From an optimization exercise on the open Yosys and OpenROAD flow, aimed at small area; shortcuts taken in it are not production practice. The RTL was checked by simulation tests, not by an equivalence proof against the original design.

[flow/standard.sh]
#!/bin/bash
# synth_recipe.tcl (not shown) runs the flow's synth.tcl, then flattens the netlist and writes it again
# the make line also repeats each setting of config.mk as NAME=value (left out here)
make -C /OpenROAD-flow-scripts/flow DESIGN_CONFIG=/design/flow/config.mk WORK_HOME=/design/flow/orfs CLKGATE_MAP_FILE= SYNTH_SCRIPT=/design/flow/synth_recipe.tcl "${@:-finish}"
[flow/flow/run.sh]
#!/bin/bash
# Layout flow: the standard flow (standard.sh), with the port buffers
# made from buf_1 instead of the delay-cell buffers buffer_ports picks.
set -e
export BUFFER_PORTS_ARGS="-buffer_cell sky130_fd_sc_hd__buf_1"
bash standard.sh > standard.log 2>&1
[flow/design.v]
module cordic_sin(
    input wire I_clk,
    input wire [13:0] I_phase,    
    input wire I_neg,             
    output reg [13:0] O_cos,      
    output reg [13:0] O_sin
    );
    wire S_hi = ~I_phase[13] & (I_phase > 14'd2272);
    wire S_lo =  I_phase[13] & (I_phase < 14'h3720);
    wire [12:0] S_r0 = S_hi ? 13'd2272 : (S_lo ? 13'h171f : I_phase[12:0]);
    wire [12:0] S_rn1 = ~S_r0[12] ? S_r0 - 13'd1024 : S_r0 + 13'd1024;
    reg [11:0] R_r1;
    always @(posedge I_clk) R_r1 <= S_rn1[11:0];
    reg R_d1_1;
    always @(posedge I_clk) R_d1_1 <= (~S_r0[12]);
    wire [11:0] S_rn2 = ~R_r1[11] ? R_r1 - 12'd605 : R_r1 + 12'd605;
    reg [10:0] R_r2;
    always @(posedge I_clk) R_r2 <= S_rn2[10:0];
    reg R_d1_2;
    always @(posedge I_clk) R_d1_2 <= R_d1_1;
    reg R_d2_2;
    always @(posedge I_clk) R_d2_2 <= (~R_r1[11]);
    wire [10:0] S_rn3 = ~R_r2[10] ? R_r2 - 11'd319 : R_r2 + 11'd319;
    reg [9:0] R_r3;
    always @(posedge I_clk) R_r3 <= S_rn3[9:0];
    reg R_d1_3;
    always @(posedge I_clk) R_d1_3 <= R_d1_2;
    reg R_d2_3;
    always @(posedge I_clk) R_d2_3 <= R_d2_2;
    reg R_d3_3;
    always @(posedge I_clk) R_d3_3 <= (~R_r2[10]);
    wire [9:0] S_rn4 = ~R_r3[9] ? R_r3 - 10'd162 : R_r3 + 10'd162;
    reg [8:0] R_r4;
    always @(posedge I_clk) R_r4 <= S_rn4[8:0];
    reg R_d1_4;
    always @(posedge I_clk) R_d1_4 <= R_d1_3;
    reg R_d2_4;
    always @(posedge I_clk) R_d2_4 <= R_d2_3;
    reg R_d3_4;
    always @(posedge I_clk) R_d3_4 <= R_d3_3;
    reg R_d4_4;
    always @(posedge I_clk) R_d4_4 <= (~R_r3[9]);
    wire [8:0] S_rn5 = ~R_r4[8] ? R_r4 - 9'd81 : R_r4 + 9'd81;
    reg [7:0] R_r5;
    always @(posedge I_clk) R_r5 <= S_rn5[7:0];
    reg R_d1_5;
    always @(posedge I_clk) R_d1_5 <= R_d1_4;
    reg R_d2_5;
    always @(posedge I_clk) R_d2_5 <= R_d2_4;
    reg R_d3_5;
    always @(posedge I_clk) R_d3_5 <= R_d3_4;
    reg R_d4_5;
    always @(posedge I_clk) R_d4_5 <= R_d4_4;
    reg R_d5_5;
    always @(posedge I_clk) R_d5_5 <= (~R_r4[8]);
    wire [7:0] S_rn6 = ~R_r5[7] ? R_r5 - 8'd41 : R_r5 + 8'd41;
    reg [6:0] R_r6;
    always @(posedge I_clk) R_r6 <= S_rn6[6:0];
    reg R_d1_6;
    always @(posedge I_clk) R_d1_6 <= R_d1_5;
    reg R_d2_6;
    always @(posedge I_clk) R_d2_6 <= R_d2_5;
    reg R_d3_6;
    always @(posedge I_clk) R_d3_6 <= R_d3_5;
    reg R_d4_6;
    always @(posedge I_clk) R_d4_6 <= R_d4_5;
    reg R_d5_6;
    always @(posedge I_clk) R_d5_6 <= R_d5_5;
    reg R_d6_6;
    always @(posedge I_clk) R_d6_6 <= (~R_r5[7]);
    wire [6:0] S_rn7 = ~R_r6[6] ? R_r6 - 7'd20 : R_r6 + 7'd20;
    reg [5:0] R_r7;
    always @(posedge I_clk) R_r7 <= S_rn7[5:0];
    reg R_d1_7;
    always @(posedge I_clk) R_d1_7 <= R_d1_6;
    reg R_d2_7;
    always @(posedge I_clk) R_d2_7 <= R_d2_6;
    reg R_d3_7;
    always @(posedge I_clk) R_d3_7 <= R_d3_6;
    reg R_d4_7;
    always @(posedge I_clk) R_d4_7 <= R_d4_6;
    reg R_d5_7;
    always @(posedge I_clk) R_d5_7 <= R_d5_6;
    reg R_d6_7;
    always @(posedge I_clk) R_d6_7 <= R_d6_6;
    reg R_d7_7;
    always @(posedge I_clk) R_d7_7 <= (~R_r6[6]);
    wire [5:0] S_rn8 = ~R_r7[5] ? R_r7 - 6'd10 : R_r7 + 6'd10;
    reg [4:0] R_r8;
    always @(posedge I_clk) R_r8 <= S_rn8[4:0];
    reg R_d1_8;
    always @(posedge I_clk) R_d1_8 <= R_d1_7;
    reg R_d2_8;
    always @(posedge I_clk) R_d2_8 <= R_d2_7;
    reg R_d3_8;
    always @(posedge I_clk) R_d3_8 <= R_d3_7;
    reg R_d4_8;
    always @(posedge I_clk) R_d4_8 <= R_d4_7;
    reg R_d5_8;
    always @(posedge I_clk) R_d5_8 <= R_d5_7;
    reg R_d6_8;
    always @(posedge I_clk) R_d6_8 <= R_d6_7;
    reg R_d7_8;
    always @(posedge I_clk) R_d7_8 <= R_d7_7;
    reg R_d8_8;
    always @(posedge I_clk) R_d8_8 <= (~R_r7[5]);
    wire [4:0] S_rn9 = ~R_r8[4] ? R_r8 - 5'd5 : R_r8 + 5'd5;
    reg [3:0] R_r9;
    always @(posedge I_clk) R_r9 <= S_rn9[3:0];
    reg R_d1_9;
    always @(posedge I_clk) R_d1_9 <= R_d1_8;
    reg R_d2_9;
    always @(posedge I_clk) R_d2_9 <= R_d2_8;
    reg R_d3_9;
    always @(posedge I_clk) R_d3_9 <= R_d3_8;
    reg R_d4_9;
    always @(posedge I_clk) R_d4_9 <= R_d4_8;
    reg R_d5_9;
    always @(posedge I_clk) R_d5_9 <= R_d5_8;
    reg R_d6_9;
    always @(posedge I_clk) R_d6_9 <= R_d6_8;
    reg R_d7_9;
    always @(posedge I_clk) R_d7_9 <= R_d7_8;
    reg R_d8_9;
    always @(posedge I_clk) R_d8_9 <= R_d8_8;
    reg R_d9_9;
    always @(posedge I_clk) R_d9_9 <= (~R_r8[4]);
    wire [3:0] S_rn10 = ~R_r9[3] ? R_r9 - 4'd3 : R_r9 + 4'd3;
    reg [2:0] R_r10;
    always @(posedge I_clk) R_r10 <= S_rn10[2:0];
    reg R_d1_10;
    always @(posedge I_clk) R_d1_10 <= R_d1_9;
    reg R_d2_10;
    always @(posedge I_clk) R_d2_10 <= R_d2_9;
    reg R_d3_10;
    always @(posedge I_clk) R_d3_10 <= R_d3_9;
    reg R_d4_10;
    always @(posedge I_clk) R_d4_10 <= R_d4_9;
    reg R_d5_10;
    always @(posedge I_clk) R_d5_10 <= R_d5_9;
    reg R_d6_10;
    always @(posedge I_clk) R_d6_10 <= R_d6_9;
    reg R_d7_10;
    always @(posedge I_clk) R_d7_10 <= R_d7_9;
    reg R_d8_10;
    always @(posedge I_clk) R_d8_10 <= R_d8_9;
    reg R_d9_10;
    always @(posedge I_clk) R_d9_10 <= R_d9_9;
    reg R_d10_10;
    always @(posedge I_clk) R_d10_10 <= (~R_r9[3]);
    wire [2:0] S_rn11 = ~R_r10[2] ? R_r10 - 3'd1 : R_r10 + 3'd1;
    reg [1:0] R_r11;
    always @(posedge I_clk) R_r11 <= S_rn11[1:0];
    reg R_d1_11;
    always @(posedge I_clk) R_d1_11 <= R_d1_10;
    reg R_d2_11;
    always @(posedge I_clk) R_d2_11 <= R_d2_10;
    reg R_d3_11;
    always @(posedge I_clk) R_d3_11 <= R_d3_10;
    reg R_d4_11;
    always @(posedge I_clk) R_d4_11 <= R_d4_10;
    reg R_d5_11;
    always @(posedge I_clk) R_d5_11 <= R_d5_10;
    reg R_d6_11;
    always @(posedge I_clk) R_d6_11 <= R_d6_10;
    reg R_d7_11;
    always @(posedge I_clk) R_d7_11 <= R_d7_10;
    reg R_d8_11;
    always @(posedge I_clk) R_d8_11 <= R_d8_10;
    reg R_d9_11;
    always @(posedge I_clk) R_d9_11 <= R_d9_10;
    reg R_d10_11;
    always @(posedge I_clk) R_d10_11 <= R_d10_10;
    reg R_d11_11;
    always @(posedge I_clk) R_d11_11 <= (~R_r10[2]);
    wire [1:0] S_rn12 = ~R_r11[1] ? R_r11 - 2'd1 : R_r11 + 2'd1;
    reg [0:0] R_r12;
    always @(posedge I_clk) R_r12 <= S_rn12[0:0];
    reg [13:0] S_lx, S_ly;
    always @(*) begin
        case ({R_d1_11,R_d2_11,R_d3_11,R_d4_11,R_d5_11,R_d6_11,R_d7_11})
            7'd0: begin S_lx = 14'd15231; S_ly = 14'd9106; end
            7'd1: begin S_lx = 14'd15459; S_ly = 14'd9072; end
            7'd2: begin S_lx = 14'd15688; S_ly = 14'd9047; end
            7'd3: begin S_lx = 14'd15918; S_ly = 14'd9027; end
            7'd4: begin S_lx = 14'd16145; S_ly = 14'd9018; end
            7'd5: begin S_lx = 14'd16377; S_ly = 14'd9014; end
            7'd6: begin S_lx = 14'd223; S_ly = 14'd9017; end
            7'd7: begin S_lx = 14'd455; S_ly = 14'd9027; end
            7'd8: begin S_lx = 14'd675; S_ly = 14'd9045; end
            7'd9: begin S_lx = 14'd905; S_ly = 14'd9069; end
            7'd10: begin S_lx = 14'd1132; S_ly = 14'd9100; end
            7'd11: begin S_lx = 14'd1360; S_ly = 14'd9138; end
            7'd12: begin S_lx = 14'd1584; S_ly = 14'd9184; end
            7'd13: begin S_lx = 14'd1810; S_ly = 14'd9236; end
            7'd14: begin S_lx = 14'd2032; S_ly = 14'd9297; end
            7'd15: begin S_lx = 14'd2254; S_ly = 14'd9363; end
            7'd16: begin S_lx = 14'd2408; S_ly = 14'd9419; end
            7'd17: begin S_lx = 14'd2626; S_ly = 14'd9497; end
            7'd18: begin S_lx = 14'd2839; S_ly = 14'd9582; end
            7'd19: begin S_lx = 14'd3051; S_ly = 14'd9674; end
            7'd20: begin S_lx = 14'd3258; S_ly = 14'd9772; end
            7'd21: begin S_lx = 14'd3464; S_ly = 14'd9876; end
            7'd22: begin S_lx = 14'd3665; S_ly = 14'd9988; end
            7'd23: begin S_lx = 14'd3865; S_ly = 14'd10104; end
            7'd24: begin S_lx = 14'd4049; S_ly = 14'd10226; end
            7'd25: begin S_lx = 14'd4241; S_ly = 14'd10354; end
            7'd26: begin S_lx = 14'd4428; S_ly = 14'd10490; end
            7'd27: begin S_lx = 14'd4610; S_ly = 14'd10630; end
            7'd28: begin S_lx = 14'd4787; S_ly = 14'd10776; end
            7'd29: begin S_lx = 14'd4961; S_ly = 14'd10928; end
            7'd30: begin S_lx = 14'd5128; S_ly = 14'd11085; end
            7'd31: begin S_lx = 14'd5292; S_ly = 14'd11247; end
            7'd32: begin S_lx = 14'd5133; S_ly = 14'd11095; end
            7'd33: begin S_lx = 14'd5297; S_ly = 14'd11257; end
            7'd34: begin S_lx = 14'd5454; S_ly = 14'd11424; end
            7'd35: begin S_lx = 14'd5608; S_ly = 14'd11596; end
            7'd36: begin S_lx = 14'd5752; S_ly = 14'd11775; end
            7'd37: begin S_lx = 14'd5894; S_ly = 14'd11955; end
            7'd38: begin S_lx = 14'd6030; S_ly = 14'd12142; end
            7'd39: begin S_lx = 14'd6160; S_ly = 14'd12332; end
            7'd40: begin S_lx = 14'd6278; S_ly = 14'd12520; end
            7'd41: begin S_lx = 14'd6396; S_ly = 14'd12718; end
            7'd42: begin S_lx = 14'd6508; S_ly = 14'd12919; end
            7'd43: begin S_lx = 14'd6614; S_ly = 14'd13123; end
            7'd44: begin S_lx = 14'd6710; S_ly = 14'd13332; end
            7'd45: begin S_lx = 14'd6804; S_ly = 14'd13542; end
            7'd46: begin S_lx = 14'd6889; S_ly = 14'd13755; end
            7'd47: begin S_lx = 14'd6969; S_ly = 14'd13971; end
            7'd48: begin S_lx = 14'd7020; S_ly = 14'd14133; end
            7'd49: begin S_lx = 14'd7088; S_ly = 14'd14353; end
            7'd50: begin S_lx = 14'd7147; S_ly = 14'd14575; end
            7'd51: begin S_lx = 14'd7201; S_ly = 14'd14799; end
            7'd52: begin S_lx = 14'd7246; S_ly = 14'd15024; end
            7'd53: begin S_lx = 14'd7286; S_ly = 14'd15250; end
            7'd54: begin S_lx = 14'd7317; S_ly = 14'd15479; end
            7'd55: begin S_lx = 14'd7343; S_ly = 14'd15707; end
            7'd56: begin S_lx = 14'd7357; S_ly = 14'd15929; end
            7'd57: begin S_lx = 14'd7369; S_ly = 14'd16159; end
            7'd58: begin S_lx = 14'd7372; S_ly = 14'd5; end
            7'd59: begin S_lx = 14'd7370; S_ly = 14'd235; end
            7'd60: begin S_lx = 14'd7359; S_ly = 14'd466; end
            7'd61: begin S_lx = 14'd7341; S_ly = 14'd694; end
            7'd62: begin S_lx = 14'd7316; S_ly = 14'd922; end
            7'd63: begin S_lx = 14'd7284; S_ly = 14'd1150; end
            7'd64: begin S_lx = 14'd7279; S_ly = 14'd15235; end
            7'd65: begin S_lx = 14'd7313; S_ly = 14'd15463; end
            7'd66: begin S_lx = 14'd7338; S_ly = 14'd15691; end
            7'd67: begin S_lx = 14'd7358; S_ly = 14'd15919; end
            7'd68: begin S_lx = 14'd7367; S_ly = 14'd16150; end
            7'd69: begin S_lx = 14'd7371; S_ly = 14'd16380; end
            7'd70: begin S_lx = 14'd7368; S_ly = 14'd226; end
            7'd71: begin S_lx = 14'd7358; S_ly = 14'd456; end
            7'd72: begin S_lx = 14'd7338; S_ly = 14'd679; end
            7'd73: begin S_lx = 14'd7314; S_ly = 14'd907; end
            7'd74: begin S_lx = 14'd7283; S_ly = 14'd1134; end
            7'd75: begin S_lx = 14'd7245; S_ly = 14'd1360; end
            7'd76: begin S_lx = 14'd7199; S_ly = 14'd1586; end
            7'd77: begin S_lx = 14'd7147; S_ly = 14'd1810; end
            7'd78: begin S_lx = 14'd7086; S_ly = 14'd2032; end
            7'd79: begin S_lx = 14'd7020; S_ly = 14'd2252; end
            7'd80: begin S_lx = 14'd6965; S_ly = 14'd2412; end
            7'd81: begin S_lx = 14'd6887; S_ly = 14'd2628; end
            7'd82: begin S_lx = 14'd6802; S_ly = 14'd2841; end
            7'd83: begin S_lx = 14'd6710; S_ly = 14'd3051; end
            7'd84: begin S_lx = 14'd6612; S_ly = 14'd3260; end
            7'd85: begin S_lx = 14'd6508; S_ly = 14'd3464; end
            7'd86: begin S_lx = 14'd6396; S_ly = 14'd3665; end
            7'd87: begin S_lx = 14'd6280; S_ly = 14'd3863; end
            7'd88: begin S_lx = 14'd6158; S_ly = 14'd4051; end
            7'd89: begin S_lx = 14'd6030; S_ly = 14'd4241; end
            7'd90: begin S_lx = 14'd5894; S_ly = 14'd4427; end
            7'd91: begin S_lx = 14'd5754; S_ly = 14'd4609; end
            7'd92: begin S_lx = 14'd5608; S_ly = 14'd4787; end
            7'd93: begin S_lx = 14'd5456; S_ly = 14'd4959; end
            7'd94: begin S_lx = 14'd5299; S_ly = 14'd5126; end
            7'd95: begin S_lx = 14'd5137; S_ly = 14'd5288; end
            7'd96: begin S_lx = 14'd5288; S_ly = 14'd5137; end
            7'd97: begin S_lx = 14'd5126; S_ly = 14'd5299; end
            7'd98: begin S_lx = 14'd4959; S_ly = 14'd5456; end
            7'd99: begin S_lx = 14'd4787; S_ly = 14'd5608; end
            7'd100: begin S_lx = 14'd4609; S_ly = 14'd5754; end
            7'd101: begin S_lx = 14'd4427; S_ly = 14'd5894; end
            7'd102: begin S_lx = 14'd4241; S_ly = 14'd6030; end
            7'd103: begin S_lx = 14'd4051; S_ly = 14'd6158; end
            7'd104: begin S_lx = 14'd3863; S_ly = 14'd6280; end
            7'd105: begin S_lx = 14'd3665; S_ly = 14'd6396; end
            7'd106: begin S_lx = 14'd3464; S_ly = 14'd6508; end
            7'd107: begin S_lx = 14'd3260; S_ly = 14'd6612; end
            7'd108: begin S_lx = 14'd3051; S_ly = 14'd6710; end
            7'd109: begin S_lx = 14'd2841; S_ly = 14'd6802; end
            7'd110: begin S_lx = 14'd2628; S_ly = 14'd6887; end
            7'd111: begin S_lx = 14'd2412; S_ly = 14'd6965; end
            7'd112: begin S_lx = 14'd2252; S_ly = 14'd7020; end
            7'd113: begin S_lx = 14'd2032; S_ly = 14'd7086; end
            7'd114: begin S_lx = 14'd1810; S_ly = 14'd7147; end
            7'd115: begin S_lx = 14'd1586; S_ly = 14'd7199; end
            7'd116: begin S_lx = 14'd1360; S_ly = 14'd7245; end
            7'd117: begin S_lx = 14'd1134; S_ly = 14'd7283; end
            7'd118: begin S_lx = 14'd907; S_ly = 14'd7314; end
            7'd119: begin S_lx = 14'd679; S_ly = 14'd7338; end
            7'd120: begin S_lx = 14'd456; S_ly = 14'd7358; end
            7'd121: begin S_lx = 14'd226; S_ly = 14'd7368; end
            7'd122: begin S_lx = 14'd16380; S_ly = 14'd7371; end
            7'd123: begin S_lx = 14'd16150; S_ly = 14'd7367; end
            7'd124: begin S_lx = 14'd15919; S_ly = 14'd7358; end
            7'd125: begin S_lx = 14'd15691; S_ly = 14'd7338; end
            7'd126: begin S_lx = 14'd15463; S_ly = 14'd7313; end
            7'd127: begin S_lx = 14'd15235; S_ly = 14'd7279; end
            default: begin S_lx = 14'd0; S_ly = 14'd0; end
        endcase
    end
    wire [13:0] S_x8;
    add_sk u_S_x8 (.a(S_lx), .b(({{7{S_ly[13]}},S_ly[13:7]}) ^ {14{R_d8_11}}), .ci(R_d8_11), .s(S_x8));
    wire [13:0] S_y8;
    add_sk u_S_y8 (.a(S_ly), .b(({{7{S_lx[13]}},S_lx[13:7]}) ^ {14{~R_d8_11}}), .ci(~R_d8_11), .s(S_y8));
    wire [13:0] S_x9;
    add_sk u_S_x9 (.a(S_x8), .b(({{8{S_y8[13]}},S_y8[13:8]}) ^ {14{R_d9_11}}), .ci(R_d9_11), .s(S_x9));
    wire [13:0] S_y9;
    add_sk u_S_y9 (.a(S_y8), .b(({{8{S_x8[13]}},S_x8[13:8]}) ^ {14{~R_d9_11}}), .ci(~R_d9_11), .s(S_y9));
    reg [13:0] R_x12, R_y12;
    always @(posedge I_clk) begin R_x12 <= S_x9; R_y12 <= S_y9; end
    reg R_d10_12;
    always @(posedge I_clk) R_d10_12 <= R_d10_11;
    reg R_d11_12;
    always @(posedge I_clk) R_d11_12 <= R_d11_11;
    reg R_d12_12;
    always @(posedge I_clk) R_d12_12 <= (~R_r11[1]);
    wire [13:0] S_x10;
    add_sk u_S_x10 (.a(R_x12), .b(({{9{R_y12[13]}},R_y12[13:9]}) ^ {14{R_d10_12}}), .ci(R_d10_12), .s(S_x10));
    wire [13:0] S_y10;
    add_sk u_S_y10 (.a(R_y12), .b(({{9{R_x12[13]}},R_x12[13:9]}) ^ {14{~R_d10_12}}), .ci(~R_d10_12), .s(S_y10));
    wire [13:0] S_x11;
    add_sk u_S_x11 (.a(S_x10), .b(({{10{S_y10[13]}},S_y10[13:10]}) ^ {14{R_d11_12}}), .ci(R_d11_12), .s(S_x11));
    wire [13:0] S_y11;
    add_sk u_S_y11 (.a(S_y10), .b(({{10{S_x10[13]}},S_x10[13:10]}) ^ {14{~R_d11_12}}), .ci(~R_d11_12), .s(S_y11));
    reg [13:0] R_x13, R_y13;
    always @(posedge I_clk) begin R_x13 <= S_x11; R_y13 <= S_y11; end
    reg R_d12_13;
    always @(posedge I_clk) R_d12_13 <= R_d12_12;
    reg R_d13_13;
    always @(posedge I_clk) R_d13_13 <= (~R_r12[0]);
    wire [13:0] S_x12;
    add_sk u_S_x12 (.a(R_x13), .b(({{11{R_y13[13]}},R_y13[13:11]}) ^ {14{R_d12_13}}), .ci(R_d12_13), .s(S_x12));
    wire [13:0] S_y12;
    add_sk u_S_y12 (.a(R_y13), .b(({{11{R_x13[13]}},R_x13[13:11]}) ^ {14{~R_d12_13}}), .ci(~R_d12_13), .s(S_y12));
    wire [2:0] S_v = {S_y12[13], S_y12[13:12]} ^ {3{R_d13_13}};
    wire [2:0] S_w = I_neg ? 3'd0 - S_v : S_v;
    wire [13:0] S_xo;
    add_sk u_S_xo (.a(S_x12 ^ {14{I_neg}}), .b({{11{S_w[2]}},S_w}), .ci(I_neg ^ R_d13_13), .s(S_xo));
    wire [13:0] S_y13;
    add_sk u_S_y13 (.a(S_y12), .b(({{12{S_x12[13]}},S_x12[13:12]}) ^ {14{~R_d13_13}}), .ci(~R_d13_13), .s(S_y13));
    always @(posedge I_clk) begin
        O_sin <= S_y13;
        O_cos <= S_xo;
    end
endmodule
module add_bk #(parameter W = 14) (input wire [W-1:0] a, input wire [W-1:0] b, input wire ci, output wire [W-1:0] s);
    wire [W-1:0] p = a ^ b; wire [W-1:0] g = a & b;
    wire G_0 = g[0] | (p[0] & ci);
    wire gg1 = g[1] | (p[1] & G_0);
    wire pp1 = p[1] & p[0];
    wire gg2 = g[3] | (p[3] & g[2]);
    wire pp2 = p[3] & p[2];
    wire gg3 = g[5] | (p[5] & g[4]);
    wire pp3 = p[5] & p[4];
    wire gg4 = g[7] | (p[7] & g[6]);
    wire pp4 = p[7] & p[6];
    wire gg5 = g[9] | (p[9] & g[8]);
    wire pp5 = p[9] & p[8];
    wire gg6 = g[11] | (p[11] & g[10]);
    wire pp6 = p[11] & p[10];
    wire gg7 = g[13] | (p[13] & g[12]);
    wire pp7 = p[13] & p[12];
    wire gg8 = gg2 | (pp2 & gg1);
    wire pp8 = pp2 & pp1;
    wire gg9 = gg4 | (pp4 & gg3);
    wire pp9 = pp4 & pp3;
    wire gg10 = gg6 | (pp6 & gg5);
    wire pp10 = pp6 & pp5;
    wire gg11 = gg9 | (pp9 & gg8);
    wire pp11 = pp9 & pp8;
    wire gg12 = gg10 | (pp10 & gg11);
    wire pp12 = pp10 & pp11;
    wire gg13 = gg3 | (pp3 & gg8);
    wire pp13 = pp3 & pp8;
    wire gg14 = gg5 | (pp5 & gg11);
    wire pp14 = pp5 & pp11;
    wire gg15 = gg7 | (pp7 & gg12);
    wire pp15 = pp7 & pp12;
    wire gg16 = g[2] | (p[2] & gg1);
    wire pp16 = p[2] & pp1;
    wire gg17 = g[4] | (p[4] & gg8);
    wire pp17 = p[4] & pp8;
    wire gg18 = g[6] | (p[6] & gg13);
    wire pp18 = p[6] & pp13;
    wire gg19 = g[8] | (p[8] & gg11);
    wire pp19 = p[8] & pp11;
    wire gg20 = g[10] | (p[10] & gg14);
    wire pp20 = p[10] & pp14;
    wire gg21 = g[12] | (p[12] & gg12);
    wire pp21 = p[12] & pp12;
    assign s[0] = p[0] ^ ci;
    assign s[1] = p[1] ^ G_0;
    assign s[2] = p[2] ^ gg1;
    assign s[3] = p[3] ^ gg16;
    assign s[4] = p[4] ^ gg8;
    assign s[5] = p[5] ^ gg17;
    assign s[6] = p[6] ^ gg13;
    assign s[7] = p[7] ^ gg18;
    assign s[8] = p[8] ^ gg11;
    assign s[9] = p[9] ^ gg19;
    assign s[10] = p[10] ^ gg14;
    assign s[11] = p[11] ^ gg20;
    assign s[12] = p[12] ^ gg12;
    assign s[13] = p[13] ^ gg21;
endmodule
module add_sk #(parameter W = 14) (input wire [W-1:0] a, input wire [W-1:0] b, input wire ci, output wire [W-1:0] s);
    wire [W-1:0] p = a ^ b; wire [W-1:0] g = a & b;
    wire G_0 = g[0] | (p[0] & ci);
    wire gg1 = g[1] | (p[1] & G_0);
    wire pp1 = p[1] & p[0];
    wire gg2 = g[3] | (p[3] & g[2]);
    wire pp2 = p[3] & p[2];
    wire gg3 = g[5] | (p[5] & g[4]);
    wire pp3 = p[5] & p[4];
    wire gg4 = g[7] | (p[7] & g[6]);
    wire pp4 = p[7] & p[6];
    wire gg5 = g[9] | (p[9] & g[8]);
    wire pp5 = p[9] & p[8];
    wire gg6 = g[11] | (p[11] & g[10]);
    wire pp6 = p[11] & p[10];
    wire gg7 = g[13] | (p[13] & g[12]);
    wire pp7 = p[13] & p[12];
    wire gg8 = g[2] | (p[2] & gg1);
    wire pp8 = p[2] & pp1;
    wire gg9 = gg2 | (pp2 & gg1);
    wire pp9 = pp2 & pp1;
    wire gg10 = g[6] | (p[6] & gg3);
    wire pp10 = p[6] & pp3;
    wire gg11 = gg4 | (pp4 & gg3);
    wire pp11 = pp4 & pp3;
    wire gg12 = g[10] | (p[10] & gg5);
    wire pp12 = p[10] & pp5;
    wire gg13 = gg6 | (pp6 & gg5);
    wire pp13 = pp6 & pp5;
    wire gg14 = g[4] | (p[4] & gg9);
    wire pp14 = p[4] & pp9;
    wire gg15 = gg3 | (pp3 & gg9);
    wire pp15 = pp3 & pp9;
    wire gg16 = gg10 | (pp10 & gg9);
    wire pp16 = pp10 & pp9;
    wire gg17 = gg11 | (pp11 & gg9);
    wire pp17 = pp11 & pp9;
    wire gg18 = g[12] | (p[12] & gg13);
    wire pp18 = p[12] & pp13;
    wire gg19 = gg7 | (pp7 & gg13);
    wire pp19 = pp7 & pp13;
    wire gg20 = g[8] | (p[8] & gg17);
    wire pp20 = p[8] & pp17;
    wire gg21 = gg5 | (pp5 & gg17);
    wire pp21 = pp5 & pp17;
    wire gg22 = gg12 | (pp12 & gg17);
    wire pp22 = pp12 & pp17;
    wire gg23 = gg13 | (pp13 & gg17);
    wire pp23 = pp13 & pp17;
    wire gg24 = gg18 | (pp18 & gg17);
    wire pp24 = pp18 & pp17;
    wire gg25 = gg19 | (pp19 & gg17);
    wire pp25 = pp19 & pp17;
    assign s[0] = p[0] ^ ci;
    assign s[1] = p[1] ^ G_0;
    assign s[2] = p[2] ^ gg1;
    assign s[3] = p[3] ^ gg8;
    assign s[4] = p[4] ^ gg9;
    assign s[5] = p[5] ^ gg14;
    assign s[6] = p[6] ^ gg15;
    assign s[7] = p[7] ^ gg16;
    assign s[8] = p[8] ^ gg17;
    assign s[9] = p[9] ^ gg20;
    assign s[10] = p[10] ^ gg21;
    assign s[11] = p[11] ^ gg22;
    assign s[12] = p[12] ^ gg23;
    assign s[13] = p[13] ^ gg24;
endmodule
module cordic_native(
    input wire I_rst_n,                 
    input wire I_clk,
    input wire [13:0] I_init_phase,
    input wire I_change_phase,
    input wire [13:0] I_inc_phase,
    output wire [13:0] O_cos,
    output wire [13:0] O_sin
    );
    reg [13:0] R_current_phase;
    reg R_phase_dir;                    
    wire [13:0] S_step;
    add_bk u_step (.a(R_current_phase), .b(I_inc_phase ^ {14{R_phase_dir}}), .ci(R_phase_dir), .s(S_step));
    wire S_reach_top = ~R_current_phase[13] & (|S_step[13:11]);       
    wire S_reach_bottom = R_current_phase[13] & ~(&S_step[13:11]);     
    wire S_turn = R_phase_dir ? S_reach_bottom : S_reach_top;
    always @(posedge I_clk) begin
        if (I_rst_n == 1'b0) R_phase_dir <= 1'b0;
        else R_phase_dir <= R_phase_dir ^ S_turn;
    end
    always @(posedge I_clk) begin
        if (I_rst_n == 1'b0 || I_change_phase) R_current_phase <= I_init_phase;
        else if (~R_phase_dir & S_reach_top) R_current_phase <= 14'd4094 - S_step;
        else R_current_phase <= S_step;    
    end
    reg [12:0] R_dir_delay;
    reg R_cos_dir;
    always @(posedge I_clk) begin
        R_dir_delay <= {R_dir_delay[11:0], R_phase_dir};
        R_cos_dir <= R_dir_delay[12];
    end
    cordic_sin cordic_sin_inst(.I_clk(I_clk), .I_phase(R_current_phase), .I_neg(R_cos_dir),
                               .O_cos(O_cos), .O_sin(O_sin));
endmodule
[flow/constraint.sdc]
create_clock -name core_clock -period 5.0 [get_ports {I_clk}]
set_input_delay 1.0000 -clock core_clock [delete_from_list [all_inputs] [get_ports {I_clk}]]
set_output_delay 1.0000 -clock core_clock [all_outputs]
set_load 0.01 [all_outputs]
[flow/config.mk]
export PLATFORM = sky130hd
export DESIGN_NAME = cordic_native
export DESIGN_NICKNAME = cordic_native
export VERILOG_FILES = /design/flow/design.v
export SDC_FILE = /design/flow/constraint.sdc
export NUM_CORES = 4
export LEC_CHECK = 0
export ABC_AREA = 1
export CAP_MARGIN = 20
export CORE_MARGIN = 2
export CORE_UTILIZATION = 60
export CTS_BUF_LIST = sky130_fd_sc_hd__clkbuf_16
export CTS_CLUSTER_DIAMETER = 100
export CTS_CLUSTER_SIZE = 30
export GPL_TIMING_DRIVEN = 0
export SETUP_SLACK_MARGIN = 0.05
export SLEW_MARGIN = 20
==> results.ini, run 1 <==
[status]
outcome=complete, but fails checks
so.violations=negative setup slack

[sta]
timing.final.ws_setup_ps=-137.1
slew-limit-headroom_pct=14.99
period_share_pct=102.7
tightest_slew_ps=1270
whs_ps=334.0
maxSlewViolCount=0
finalSetupViolations=5
fin_skew_ps=34.40
fmax_ghz=0.1947
period_minus_slack_ps=5137
hold_viol_final=0
rsz0062_at_grt=yes

[critical_path]
path_class=flop to flop
regToRegStartpoint=cordic_sin_inst.R_d10_12
slowest_delay_ps=470
cpMostUsedCell=nand2_1
r2r_cells=30
critPathCapture=cordic_sin_inst.R_x13[13]
ff2ff_setup_slack_ps=-140
critPathLaunch=cordic_sin_inst.R_d10_12
cp.required_ps=5440
start_kind=flop
cp_num_cells=30
r2r_end=cordic_sin_inst.R_x13[13]
cp.arrival_ps=5580
crit_fanout=9
path_buf_inv=3
slowest_stage=fa_2
end_kind=flop
cp_top_family=simple AND/OR/NAND/NOR gates

[drt]
routedWlPerCell_um=23.49
vias=16938
antenna_left=0
totalWireLength_um=63760
firstDrtPassIters=5
viasPerCell=6.241
drtIter0Drc=1774
drc=0

[logic_synthesis]
synthesis.area_um2=17940
ys.flop_type=dfxtp_1
yosysWarningCount=2
postSynthCellCount=2200
ys_types=61
synthTopCellsByArea=dfxtp_1, ha_1, xor2_1, fa_1, nand2_1
avgSynthCellArea_um2=8.153
synthArstFlopShare_pct=0
syn_nets=2486
yosysTopAreaCellShare_pct=31.58
synth_top_cell_by_area=dfxtp_1
synth_seq_cells=283
synth_edf_count=0
seq_area_frac_synth_pct=31.58

[layout]
final_cell_mix=nand2_1, inv_1, dfxtp_1, ha_1, a21oi_1
drive_gt1_share_pct=8.610
postLayoutCoreUtil_pct=67.37
area_growth_pct=11.02
layout_commonest_cell=nand2_1
seq_area_um2=5673
multi_input_area_um2=11380
instances_no_fill=2714
fillers=2178
fin_area_um2=19910
nets=2607

[placed_design]
place.gp.congestion=1.087
dpl.hpwl_um=43380
placed_cells=2648
port-buffer-count=58
place_area_um2=18640

[grt]
grt_use_total_pct=36.74
antenna_found_initial=1
grt_pass1_vias=16303
grt_pass1_wl_um=88280
gr-total-overflow=0
grt_max_degree=31

[cts]
htree_num_levels=1
clock_latency_ps=510
cts_root_buf=clkbuf_16
cts_tree=yes
cts_made_buffers=14
cts_buffer_depth=3
cts.clk_slew.worst_paths_ps=110
cts_hold_buffers=0
clock-sinks=283

[job]
drv_cap=0

[floorplan]
io_pins=59
die_w_um=176.9
fp-row-count=63
dieArea_um2=31290
start_util_pct=60.68
die_h_um=176.9
core_region_area_um2=29560

[hold_path]
hold_depth=0
hold_path_class=flop to flop

[through the flow]
step / setup TNS [ps] / worst slack, ps
floorplan: 0 / 100.5
global placement: -4297 / -602.6
detailed placement: -10220 / -894.3
CTS: -9.877 / -9.877
global route: -2063 / -392.4
finish: -408.9 / -137.1
[routing by layer]
| metal | share of wire, % | vias up | global-route usage [%] |
|---|---|---|---|
| li1 | - | 7442 | - |
| met1 | 36 | 8026 | 42.47 |
| met2 | 47 | 1112 | 62.96 |
| met3 | 10 | 358 | 10.44 |
| met4 | 6.9 | 0 | 16.87 |
| met5 | 0 | - | 0 |
[sequential cells by signal (all words and copies together), names as in the netlist, 3 cells and up]
name,count
cordic_sin_inst.u_S_x8.a,7
R_current_phase,14
cordic_sin_inst.R_r2,11
cordic_sin_inst.R_r3,10
cordic_sin_inst.O_cos,14
cordic_sin_inst.u_S_y8.a,7
R_dir_delay,13
cordic_sin_inst.S_lx,7
cordic_sin_inst.R_r10,3
cordic_sin_inst.R_x13,14
cordic_sin_inst.R_x12,14
cordic_sin_inst.R_r6,7
cordic_sin_inst.R_r9,4
cordic_sin_inst.S_ly,7
cordic_sin_inst.R_r1,12
cordic_sin_inst.O_sin,14
cordic_sin_inst.R_y13,14
cordic_sin_inst.R_r8,5
cordic_sin_inst.R_y12,14
cordic_sin_inst.R_r7,6
cordic_sin_inst.R_r4,9
cordic_sin_inst.R_r5,8
[timing repair]
action                     CTS  global route
pin swaps                    6            38
setup endpoints to repair   36            40
resized for setup           32            85
buffers inserted             9            39
cloned                       0             0
[synthesized netlist by cell type, types with 45 or more instances]
cell	n
xnor2_1	69
o21ai_0	151
nand2_1	327
a21oi_1	172
ha_1	193
clkbuf_1	45
xor2_1	166
nor2_1	159
dfxtp_1	283
fa_1	62
inv_1	286
nand3_1	85
[cell families (layout without fill, tap and decap cells)]
family / count (synthesis) / in the layout / synth area share (%)
AND/OR/NAND/NOR: 642 / 642 / 15.17
AO/OA/AOI/OAI: 433 / 433 / 13.77
buffers and inverters: 348 / 471 / 7.380
flip-flops: 283 / 283 / 31.58
adder cells (fa/ha/maj): 255 / 255 / 20.38
XOR/XNOR: 235 / 235 / 11.47
multiplexers: 4 / 4 / 0.2372
other: 0 / 1 / 0
[worst min-delay path by stage]
| stage | slack, ps | startpoint | end |
|---|---|---|---|
| after floorplan | 310 | R_dir_delay[12] | R_cos_dir |
| after global placement | 310 | cordic_sin_inst.R_d1_9 | cordic_sin_inst.R_d1_10 |
| after detailed placement | 310 | cordic_sin_inst.R_d11_11 | cordic_sin_inst.R_d11_12 |
| after CTS | 330 | cordic_sin_inst.R_d8_10 | cordic_sin_inst.R_d8_11 |
| after global routing | 340 | cordic_sin_inst.R_d3_6 | cordic_sin_inst.R_d3_7 |
| final | 330 | cordic_sin_inst.R_d3_6 | cordic_sin_inst.R_d3_7 |
[layout make-up]
cell class                 count  area share, %
tap                          390          2.450
clock buffer                  14          1.759
timing repair buffer         106          2.940
clock inverter                 4         0.3958
buffer                        54          1.213
inverter                     293          5.579
sequential                   283          28.49
multi-input combinational   1569          57.16
antenna                        1        0.01257
==> inputs of run 2 (changes only) <==
--- a/flow/config.mk
+++ b/flow/config.mk
@@ -14,4 +14,3 @@
 export CTS_CLUSTER_SIZE = 30
-export GPL_TIMING_DRIVEN = 0
-export SETUP_SLACK_MARGIN = 0.05
+export SETUP_SLACK_MARGIN = 0.15
 export SLEW_MARGIN = 20
==> run 2 against run 1 <==
Routed wire length is 24% lower. Now clean on timing, DRC and antenna. Critical path depth is 2 lower. Cell count is 1.8% lower. Global-route usage is 5.9 points lower. Synthesized cell count stayed put. Largest cell class unchanged. Setup slack better by 550 ps. Final area is 1.8% lower. Clock skew is 16 ps lower. Non-clock buffer count is 51 lower.
==> results.ini, run 2 <==
[drt]
antenna_left=0
wl_met3_um=3484
drtIter0Drc=1269
totalWireLength_um=48550
viasPerCell=5.707
dr_wl_met2_um=23100
firstDrtPassIters=7
vias=15216
routedWlPerCell_um=18.21
drt-met1-wl_um=19350
drc=0
top_layer_used=met5

[status]
outcome=timing/DRC/antenna clean

[layout]
final_cell_mix=nand2_1, inv_1, dfxtp_1, ha_1, xor2_1
fillers=2474
seq_area_um2=5680
layout_commonest_cell=nand2_1
instances_no_fill=2666
drive_gt1_share_pct=7.780
multi_input_area_um2=11240
nets=2557
area_growth_pct=9.075

[job]
drv_cap=0

[sta]
fin_skew_ps=17.92
setup_tns_ps=0
rsz0062_at_grt=yes
hold_viol_final=0
tightest_slew_ps=1226
slew-limit-headroom_pct=18.14
period_minus_slack_ps=4587
maxSlewViolCount=0
finalSetupViolations=0
fmax_ghz=0.2180
period_share_pct=91.73

[critical_path]
slowest_delay_ps=430
end_kind=flop
path_class=flop to flop
cpMostUsedCell=nand2_1
cp.required_ps=5400
start_kind=flop
crit_fanout=6
cp.arrival_ps=4980
ff2ff_setup_slack_ps=410
slowest_stage=fa_1

[logic_synthesis]
synth_seq_cells=283
synth.most_common_cell=nand2_1
ys_types=61
synthArstFlopShare_pct=0
synth_common_cells=nand2_1, inv_1, dfxtp_1
ys.flop_type=dfxtp_1
syn_nets=2486
yosysWarningCount=2
seq_area_frac_synth_pct=31.58
synth_top_cell_by_area=dfxtp_1
synthesis.area_um2=17940
postSynthCellCount=2200
avgSynthCellArea_um2=8.153
yosysTopAreaCellShare_pct=31.58
synthTopCellsByArea=dfxtp_1, ha_1, xor2_1, fa_1, nand2_1
synth_edf_count=0

[placed_design]
placed_cells=2634
port-buffer-count=58
dpl.hpwl_um=37460
place.gp.congestion=1.013

[grt]
gr-total-overflow=0
grt_pass1_vias=15157
antenna_found_initial=1
grt_pass1_wl_um=76220
grt_max_degree=47
grt_use_total_pct=30.84

[floorplan]
dieArea_um2=31290
die_h_um=176.9
io_pins=59
core_region_area_um2=29560
fp-row-count=63
die_w_um=176.9
start_util_pct=60.68

[cts]
cts_buffer_depth=3
cts.clk_slew.worst_paths_ps=110
cts_root_buf=clkbuf_16
cts_made_buffers=14
htree_num_levels=1
clock_latency_ps=510
cts_tree=yes
clock-sinks=283

[hold_path]
hold_path_class=flop to flop

[run 2: metal layers]
layer | vias up | global-route usage, %
met4 | 2 | 13.43
met1 | 7042 | 36.77
li1 | 7344 | -
met5 | - | 0
met3 | 197 | 5.326
met2 | 631 | 54.46
[run 2: cell type report]
type	count	share of cell area, %
flip-flops and latches	283	29.03
clock buffers	15	1.919
well taps	390	2.494
repair buffers	109	3.070
repair inverters	1	0.03837
multi-input cells	1569	57.47
diodes	1	0.01279
inverters	293	5.653
clock inverters	5	0.3134
[run 2: worst paths after layout]
path	startpoint	to	cells past startpoint
setup / recovery	cordic_sin_inst.R_d8_11	cordic_sin_inst.R_x12[13]	28
hold / removal	cordic_sin_inst.R_d4_6	cordic_sin_inst.R_d4_7	0
setup reg to reg	cordic_sin_inst.R_d8_11	cordic_sin_inst.R_x12[13]	28
hold reg to reg	cordic_sin_inst.R_d4_6	cordic_sin_inst.R_d4_7	0
[run 2: stage by stage]
stage / worst slack, ps / area, µm² / util (%) / hold slack [ps]
detailed placement: 2.786 / 18740 / 63.39 / 312.0
global placement: 174.9 / 18740 / 63.39 / 309.6
finish: 413.4 / 19570 / 66.19 / 321.7
global route: 89.47 / 19560 / 66.18 / 323.7
CTS: 99.74 / 19180 / 64.88 / 321.5
floorplan: 185.7 / 17950 / - / 309.6
[run 2: what timing repair did]
item | CTS | global route
hold buffers | 0 | 0
buffers inserted | 0 | 10
pin swaps | 0 | 19
endpoints found under the setup margin | 5 | 25
gates cloned | 0 | 1
gates resized for setup | 5 | 69
hold endpoints to repair | 0 | 0
[run 2: logic make-up (layout without fill, tap and decap cells)]
family	after synthesis	count (layout)	synth area share [%]
AND/OR/NAND/NOR	642	642	15.17
buffers and inverters	348	423	7.380
XOR/XNOR	235	235	11.47
adder cells (fa/ha/maj)	255	255	20.38
multiplexers	4	4	0.2372
AO/OA/AOI/OAI	433	433	13.77
other	0	1	0
flip-flops	283	283	31.58
[run 2: critical path: cells and delay by family (launching register included)]
family | cells | cell delay, ps
adder cells (fa/ha/maj) | 3 | 1130
XOR/XNOR | 4 | 710
AO/OA/AOI/OAI | 5 | 770
flip-flops | 1 | 380
buffers and inverters | 2 | 240
AND/OR/NAND/NOR | 14 | 1260
==> inputs of run 3 (changes only) <==
--- a/flow/design.v
+++ b/flow/design.v
@@ -10,3 +10,4 @@
     wire [12:0] S_r0 = S_hi ? 13'd2272 : (S_lo ? 13'h171f : I_phase[12:0]);
-    wire [12:0] S_rn1 = ~S_r0[12] ? S_r0 - 13'd1024 : S_r0 + 13'd1024;
+    wire [12:0] S_rn1;
+    add_rca #(13) u_rn1 (.a(S_r0), .b(~S_r0[12] ? 13'd7168 : 13'd1024), .ci(1'b0), .s(S_rn1));
     reg [11:0] R_r1;
@@ -15,3 +16,4 @@
     always @(posedge I_clk) R_d1_1 <= (~S_r0[12]);
-    wire [11:0] S_rn2 = ~R_r1[11] ? R_r1 - 12'd605 : R_r1 + 12'd605;
+    wire [11:0] S_rn2;
+    add_rca #(12) u_rn2 (.a(R_r1), .b(~R_r1[11] ? 12'd3491 : 12'd605), .ci(1'b0), .s(S_rn2));
     reg [10:0] R_r2;
@@ -22,3 +24,4 @@
     always @(posedge I_clk) R_d2_2 <= (~R_r1[11]);
-    wire [10:0] S_rn3 = ~R_r2[10] ? R_r2 - 11'd319 : R_r2 + 11'd319;
+    wire [10:0] S_rn3;
+    add_rca #(11) u_rn3 (.a(R_r2), .b(~R_r2[10] ? 11'd1729 : 11'd319), .ci(1'b0), .s(S_rn3));
     reg [9:0] R_r3;
@@ -31,3 +34,4 @@
     always @(posedge I_clk) R_d3_3 <= (~R_r2[10]);
-    wire [9:0] S_rn4 = ~R_r3[9] ? R_r3 - 10'd162 : R_r3 + 10'd162;
+    wire [9:0] S_rn4;
+    add_rca #(10) u_rn4 (.a(R_r3), .b(~R_r3[9] ? 10'd862 : 10'd162), .ci(1'b0), .s(S_rn4));
     reg [8:0] R_r4;
@@ -42,3 +46,4 @@
     always @(posedge I_clk) R_d4_4 <= (~R_r3[9]);
-    wire [8:0] S_rn5 = ~R_r4[8] ? R_r4 - 9'd81 : R_r4 + 9'd81;
+    wire [8:0] S_rn5;
+    add_rca #(9) u_rn5 (.a(R_r4), .b(~R_r4[8] ? 9'd431 : 9'd81), .ci(1'b0), .s(S_rn5));
     reg [7:0] R_r5;
@@ -55,3 +60,4 @@
     always @(posedge I_clk) R_d5_5 <= (~R_r4[8]);
-    wire [7:0] S_rn6 = ~R_r5[7] ? R_r5 - 8'd41 : R_r5 + 8'd41;
+    wire [7:0] S_rn6;
+    add_rca #(8) u_rn6 (.a(R_r5), .b(~R_r5[7] ? 8'd215 : 8'd41), .ci(1'b0), .s(S_rn6));
     reg [6:0] R_r6;
@@ -70,3 +76,4 @@
     always @(posedge I_clk) R_d6_6 <= (~R_r5[7]);
-    wire [6:0] S_rn7 = ~R_r6[6] ? R_r6 - 7'd20 : R_r6 + 7'd20;
+    wire [6:0] S_rn7;
+    add_rca #(7) u_rn7 (.a(R_r6), .b(~R_r6[6] ? 7'd108 : 7'd20), .ci(1'b0), .s(S_rn7));
     reg [5:0] R_r7;
@@ -87,3 +94,4 @@
     always @(posedge I_clk) R_d7_7 <= (~R_r6[6]);
-    wire [5:0] S_rn8 = ~R_r7[5] ? R_r7 - 6'd10 : R_r7 + 6'd10;
+    wire [5:0] S_rn8;
+    add_rca #(6) u_rn8 (.a(R_r7), .b(~R_r7[5] ? 6'd54 : 6'd10), .ci(1'b0), .s(S_rn8));
     reg [4:0] R_r8;
@@ -106,3 +114,4 @@
     always @(posedge I_clk) R_d8_8 <= (~R_r7[5]);
-    wire [4:0] S_rn9 = ~R_r8[4] ? R_r8 - 5'd5 : R_r8 + 5'd5;
+    wire [4:0] S_rn9;
+    add_rca #(5) u_rn9 (.a(R_r8), .b(~R_r8[4] ? 5'd27 : 5'd5), .ci(1'b0), .s(S_rn9));
     reg [3:0] R_r9;
@@ -127,3 +136,4 @@
     always @(posedge I_clk) R_d9_9 <= (~R_r8[4]);
-    wire [3:0] S_rn10 = ~R_r9[3] ? R_r9 - 4'd3 : R_r9 + 4'd3;
+    wire [3:0] S_rn10;
+    add_rca #(4) u_rn10 (.a(R_r9), .b(~R_r9[3] ? 4'd13 : 4'd3), .ci(1'b0), .s(S_rn10));
     reg [2:0] R_r10;
@@ -150,3 +160,4 @@
     always @(posedge I_clk) R_d10_10 <= (~R_r9[3]);
-    wire [2:0] S_rn11 = ~R_r10[2] ? R_r10 - 3'd1 : R_r10 + 3'd1;
+    wire [2:0] S_rn11;
+    add_rca #(3) u_rn11 (.a(R_r10), .b(~R_r10[2] ? 3'd7 : 3'd1), .ci(1'b0), .s(S_rn11));
     reg [1:0] R_r11;
@@ -175,3 +186,4 @@
     always @(posedge I_clk) R_d11_11 <= (~R_r10[2]);
-    wire [1:0] S_rn12 = ~R_r11[1] ? R_r11 - 2'd1 : R_r11 + 2'd1;
+    wire [1:0] S_rn12;
+    add_rca #(2) u_rn12 (.a(R_r11), .b(~R_r11[1] ? 2'd3 : 2'd1), .ci(1'b0), .s(S_rn12));
     reg [0:0] R_r12;
@@ -417,2 +429,7 @@
 endmodule
+module add_rca #(parameter W = 14) (input wire [W-1:0] a, input wire [W-1:0] b, input wire ci, output wire [W-1:0] s);
+    wire [W:0] c; assign c[0] = ci; genvar i;
+    generate for (i = 0; i < W; i = i + 1) begin : g
+        assign s[i] = a[i] ^ b[i] ^ c[i]; assign c[i+1] = (a[i] & b[i]) | (a[i] & c[i]) | (b[i] & c[i]);
+    end endgenerate endmodule
 module add_sk #(parameter W = 14) (input wire [W-1:0] a, input wire [W-1:0] b, input wire ci, output wire [W-1:0] s);
@@ -510,9 +527,5 @@
     end
-    reg [12:0] R_dir_delay;
-    reg R_cos_dir;
-    always @(posedge I_clk) begin
-        R_dir_delay <= {R_dir_delay[11:0], R_phase_dir};
-        R_cos_dir <= R_dir_delay[12];
-    end
-    cordic_sin cordic_sin_inst(.I_clk(I_clk), .I_phase(R_current_phase), .I_neg(R_cos_dir),
+    reg [13:0] R_dir_delay;
+    always @(posedge I_clk) R_dir_delay <= {R_dir_delay[13-1:0], R_phase_dir};
+    cordic_sin cordic_sin_inst(.I_clk(I_clk), .I_phase(R_current_phase), .I_neg(R_dir_delay[13]),
                                .O_cos(O_cos), .O_sin(O_sin));
--- a/flow/config.mk
+++ b/flow/config.mk
@@ -8,3 +8,3 @@
 export ABC_AREA = 1
-export CAP_MARGIN = 20
+export CAP_MARGIN = 0
 export CORE_MARGIN = 2
@@ -15,2 +15,2 @@
 export SETUP_SLACK_MARGIN = 0.15
-export SLEW_MARGIN = 20
+export SLEW_MARGIN = 0
==> run 3 against run 2 <==
Core utilization decreased by 2.0 points. Count of clock-buffer cells in the layout decreased by 2. Via count decreased by 0.62%. Critical path depth decreased by 13. Still clean on timing, DRC and antenna.
==> results.ini, run 3 <==
[logic_synthesis]
yosysTopAreaCellShare_pct=31.26
ys.flop_type=dfxtp_1
postSynthCellCount=2218
synthArstFlopShare_pct=0
ys_types=61
synth_edf_count=0
synth.most_common_cell=nand2_1
yosysWarningCount=2
avgSynthCellArea_um2=8.172
synth_common_cells=nand2_1, inv_1, dfxtp_1
seq_area_frac_synth_pct=31.26
synth_top_cell_by_area=dfxtp_1
synth_seq_cells=283
synthesis.area_um2=18130
syn_nets=2504
synthTopCellsByArea=dfxtp_1, ha_1, fa_1, nand2_1, inv_1

[critical_path]
r2r_end=cordic_sin_inst.R_r2[10]
path_class=flop to flop
ff2ff_setup_slack_ps=450
cp.required_ps=5370
slowest_delay_ps=650
cp.arrival_ps=4920
cpMostUsedCell=fa_1
start_kind=flop
regToRegStartpoint=cordic_sin_inst.R_r1[11]
critPathCapture=cordic_sin_inst.R_r2[10]
critPathLaunch=cordic_sin_inst.R_r1[11]
crit_fanout=10
cp_top_family=adder cells
end_kind=flop
r2r_cells=15
cp_num_cells=15
path_buf_inv=5
slowest_stage=dfxtp_1
worstPathCellList=inv_1, fa_1, fa_1, fa_1, fa_1, inv_1, fa_1, inv_1, fa_1, inv_1, fa_1, fa_1, inv_1, fa_1, xor2_1

[floorplan]
core_region_area_um2=29720
dieArea_um2=31620
die_w_um=177.8
fp-row-count=63
io_pins=59
die_h_um=177.8
start_util_pct=61.00

[layout]
layout_commonest_cell=nand2_1
drive_gt1_share_pct=4.388
multi_input_area_um2=10980
seq_area_um2=5672
nets=2541
fillers=2558
final_cell_mix=nand2_1, inv_1, dfxtp_1, ha_1, nand3_1
antenna_cells=0
area_growth_pct=5.204

[sta]
tightest_slew_ps=783.0
hold_viol_final=0
slew-limit-headroom_pct=47.72
maxSlewViolCount=0
setup_tns_ps=0
finalSetupViolations=0
period_share_pct=90.91
rsz0062_at_grt=no
whs_ps=321.9
fmax_ghz=0.2200
fin_skew_ps=24.07
period_minus_slack_ps=4545

[drt]
firstDrtPassIters=5
routedWlPerCell_um=18.17
antenna_left=0
drtIter0Drc=1025
viasPerCell=5.715
drc=0
totalWireLength_um=48090
vias=15122

[grt]
antenna_found_initial=0
grt_use_total_pct=30.77
gr-total-overflow=0
grt_max_degree=51
grt_pass1_vias=14933
grt_pass1_wl_um=75840

[placed_design]
port-buffer-count=58
dpl.hpwl_um=37790
place.gp.congestion=1.031

[cts]
cts_tree=yes
htree_num_levels=1
cts_root_buf=clkbuf_16
clock-sinks=283
postCtsSetupBuffers=0
cts_hold_buffers=0
cts_made_buffers=13
cts_buffer_depth=3
ctsResizeCount=0
cts.clk_slew.worst_paths_ps=120
clock_latency_ps=490

[status]
outcome=timing/DRC/antenna clean

[hold_path]
hold_path_class=flop to flop

[job]
drv_cap=0

## run 3: cell count changes after synthesis, moves of 10 or more
cell | previous run | this run
o211ai_1 | 7 | 20
a21oi_1 | 172 | 136
nand2_1 | 327 | 412
ha_1 | 193 | 158
nor2_1 | 159 | 107
inv_1 | 286 | 313
clkbuf_1 | 45 | 17
nand3_1 | 85 | 137
fa_1 | 62 | 97
inv_2 | 4 | 14
o21ai_0 | 151 | 105
xor2_1 | 166 | 108
buf_2 | 3 | 24
## run 3: worst min path at each step
stage                             startpoint                  endpoint  slack [ps]  depth (start not counted)
floorplan                     R_dir_delay[9]           R_dir_delay[10]         310                          0
global placement              R_dir_delay[6]            R_dir_delay[7]         310                          0
detailed placement    cordic_sin_inst.R_d2_5    cordic_sin_inst.R_d2_6         310                          0
CTS                 cordic_sin_inst.R_d11_11  cordic_sin_inst.R_d11_12         320                          0
global route        cordic_sin_inst.R_d11_11  cordic_sin_inst.R_d11_12         330                          0
finish              cordic_sin_inst.R_d11_11  cordic_sin_inst.R_d11_12         320                          0
## run 3: kinds of logic (layout without fill, tap and decap cells)
group,count (synthesis),in the layout,synth area share (%)
flops,283,283,31.26
simple gates,735,735,17.45
fa+ha+maj,255,255,21.62
mux,2,2,0.1173
buf+inv,381,419,8.297
xor+xnor,189,189,9.257
compound gates,373,373,12.00
## run 3: cell type report
type / count / area share, %
well taps: 390 / 2.559
clock buffers: 13 / 1.706
multi-input cells: 1554 / 57.58
inverters: 330 / 6.542
clock inverters: 3 / 0.1443
flip-flops and latches: 283 / 29.74
repair buffers: 73 / 1.732
## run 3: routing by layer
layer | up-vias | GRT usage, % | share of wire [%]
met5 | - | 0 | 0
met4 | 0 | 18.61 | 6.7
met3 | 198 | 4.092 | 6.5
met2 | 626 | 55.25 | 49
met1 | 7048 | 34.57 | 38
li1 | 7250 | - | -
## run 3: worst reg2reg max path: stages (launching register included)
cell and delay (ps):
dfxtp_1 650, inv_1 150, fa_1 420, fa_1 470
fa_1 470, fa_1 440, inv_1 100, fa_1 170
inv_1 60, fa_1 420, inv_1 90, fa_1 200
fa_1 180, inv_1 60, fa_1 420, xor2_1 160
## run 3: per-stage QoR
stage | cells | area [µm²] | util, % | setup WS [ps]
finish | 2646 | 19070 | 64.17 | 454.6
global route | 2646 | 19070 | 64.17 | 173.6
CTS | 2646 | 19040 | 64.07 | 206.8
detailed placement | 2630 | 18690 | 62.88 | 224.4
global placement | 2630 | 18690 | 62.88 | 435.3
floorplan | 2218 | 18130 | - | 275.5
==> inputs of run 4 (changes only) <==
--- a/flow/config.mk
+++ b/flow/config.mk
@@ -8,3 +8,3 @@
 export ABC_AREA = 1
-export CAP_MARGIN = 0
+export CAP_MARGIN = 20
 export CORE_MARGIN = 2
@@ -15,2 +15,2 @@
 export SETUP_SLACK_MARGIN = 0.15
-export SLEW_MARGIN = 0
+export SLEW_MARGIN = 20
==> run 4 against run 3 <==
Clock skew unchanged. Largest cell class unchanged. Cell count unchanged. Non-clock buffer count unchanged. Via count unchanged. Setup slack unchanged. Hold slack unchanged. Core utilization unchanged. Register-to-register slack about the same.
==> results.ini, run 4 <==
[placed_design]
pre_cts_ws_ps=224.4
place.gp.congestion=1.031
port-buffer-count=58
placed_cells=2630
dpl.hpwl_um=37790
place_area_um2=18690

[cts]
clock-sinks=283
clock_latency_ps=490
htree_num_levels=1
cts_root_buf=clkbuf_16
cts_tree=yes
cts_made_buffers=13
cts.clk_slew.worst_paths_ps=120
cts_buffer_depth=3

[sta]
period_minus_slack_ps=4545
maxSlewViolCount=0
finalSetupViolations=0
slew-limit-headroom_pct=47.72
rsz0062_at_grt=no
hold_viol_final=0
whs_ps=321.9
fin_skew_ps=24.07
tightest_slew_ps=783.0
period_share_pct=90.91
fmax_ghz=0.2200
setup_tns_ps=0
timing.final.ws_setup_ps=454.6

[logic_synthesis]
synth.most_common_cell=nand2_1
postSynthCellCount=2218
synth_top_cell_by_area=dfxtp_1
yosysTopAreaCellShare_pct=31.26
synthArstFlopShare_pct=0
synth_common_cells=nand2_1, inv_1, dfxtp_1
synthTopCellsByArea=dfxtp_1, ha_1, fa_1, nand2_1, inv_1
seq_area_frac_synth_pct=31.26
syn_nets=2504
ys.flop_type=dfxtp_1
avgSynthCellArea_um2=8.172
synth_seq_cells=283
yosysWarningCount=2
ys_types=61
synth_edf_count=0
synthesis.area_um2=18130

[hold_path]
hold_depth=0
holdPathEnd=cordic_sin_inst.R_d11_12
min_from=cordic_sin_inst.R_d11_11
hold_path_class=flop to flop

[layout]
nets=2541
area_growth_pct=5.204
antenna_cells=0
fin_area_um2=19070
instances_no_fill=2646
postLayoutCoreUtil_pct=64.17
layout_commonest_cell=nand2_1
final_cell_mix=nand2_1, inv_1, dfxtp_1, ha_1, nand3_1
drive_gt1_share_pct=4.388

[drt]
totalWireLength_um=48090
viasPerCell=5.715
vias=15122
drtIter0Drc=1025
drc=0
antenna_left=0
firstDrtPassIters=5
routedWlPerCell_um=18.17

[grt]
grt_use_total_pct=30.77
grt_pass1_wl_um=75840
grt_pass1_vias=14933
antenna_found_initial=0
grt_max_degree=51
gr-total-overflow=0

[floorplan]
core_region_area_um2=29720
io_pins=59
fp-row-count=63
die_w_um=177.8
start_util_pct=61.00
die_h_um=177.8
dieArea_um2=31620

[critical_path]
r2r_cells=15
cp.required_ps=5370
path_class=flop to flop
start_kind=flop
regToRegStartpoint=cordic_sin_inst.R_r1[11]
slowest_delay_ps=650
crit_fanout=10
cpMostUsedCell=fa_1
ff2ff_setup_slack_ps=450
critPathLaunch=cordic_sin_inst.R_r1[11]
r2r_end=cordic_sin_inst.R_r2[10]
cp.arrival_ps=4920
slowest_stage=dfxtp_1
worstPathCellList=inv_1, fa_1, fa_1, fa_1, fa_1, inv_1, fa_1, inv_1, fa_1, inv_1, fa_1, fa_1, inv_1, fa_1, xor2_1
end_kind=flop

[status]
outcome=timing/DRC/antenna clean

[job]
drv_cap=0

[run 4: cell counts in the layout (fill, tap and decap cells not counted)]
Identical to the previous run, type by type.
[run 4: critical path: cells and delay by family, from the launching register on]
kind | cells | cell delay, ps
fa+ha+maj | 9 | 3190
flops | 1 | 650
buf+inv | 5 | 450
xor+xnor | 1 | 160
[run 4: final cells by class]
cell class / count / area (µm²)
multi-input cells: 1554 / 10980
well taps: 390 / 488.0
repair buffers: 73 / 330.3
inverters: 330 / 1247
flip-flops and latches: 283 / 5672
clock inverters: 3 / 27.53
fillers: 2558 / 10650
clock buffers: 13 / 325.3
[run 4: cells by family (layout without fill, tap and decap cells)]
group | Yosys count | count (layout) | share of synthesized area, %
compound gates | 373 | 373 | 12.00
simple gates | 735 | 735 | 17.45
mux | 2 | 2 | 0.1173
fa+ha+maj | 255 | 255 | 21.62
buf+inv | 381 | 419 | 8.297
flops | 283 | 283 | 31.26
xor+xnor | 189 | 189 | 9.257
[run 4: worst max path at each step]
stage | endpoint | depth (start not counted)
finish | cordic_sin_inst.R_r2[10] | 15
global route | cordic_sin_inst.O_cos[9] | 21
CTS | cordic_sin_inst.O_cos[9] | 21
detailed placement | cordic_sin_inst.O_cos[9] | 21
global placement | cordic_sin_inst.O_cos[8] | 21
floorplan | cordic_sin_inst.O_cos[9] | 21
[run 4: what timing repair did]
item / in CTS / in global routing
endpoints found under the hold margin: 0 / 0
hold buffers: 0 / 0
endpoints found under the setup margin: 0 / 19
setup buffers: 0 / 0
gates resized for setup: 0 / 11
[run 4: routing by layer]
metal  track usage [%]  up-vias  share of wire (%)
met2             55.25      626                 49
li1                  -     7250                  -
met5                 0        -                  0
met3             4.092      198                6.5
met4             18.61        0                6.7
met1             34.57     7048                 38

-- static timing again, ports no longer ideal --
No port has a modelled driver above. Below, the same layouts with a new extraction and two added sets of constraints.
Step 1: set_driving_cell puts a clkbuf_16 on I_clk and a buf_2 on each other input, an assumption about the parent block.
Step 2 moves the port delays by t, midway between the first and last clock arrival at a register: inputs arrive t later, outputs are due t later. That takes back most of the time a late clock gives input paths.
a / b / c = ideal ports / drivers / drivers and shift; a / b = the first two.
| run | shift t [ns] | setup WS [ns] | hold WS [ns] | worst data-port slew with drivers (ns) | cell pins on the clock port's net |
|---|---|---|---|---|---|
| run 1 | 0.561 | -0.137 / -0.137 / -0.137 | 0.334 / 0.334 / 0.334 | 0.04 | 1 |
| run 2 | 0.557 | 0.413 / 0.413 / 0.388 | 0.322 / 0.322 / 0.322 | 0.03 | 1 |
| run 3 | 0.531 | 0.455 / 0.455 / 0.455 | 0.322 / 0.322 / 0.322 | 0.04 | 1 |
| run 4 | 0.531 | 0.455 / 0.455 / 0.455 | 0.322 / 0.322 / 0.322 | 0.04 | 1 |
The setup slack of run 2, which loses most, moves by 0.000 ns with the drivers and by -0.025 ns with both steps.
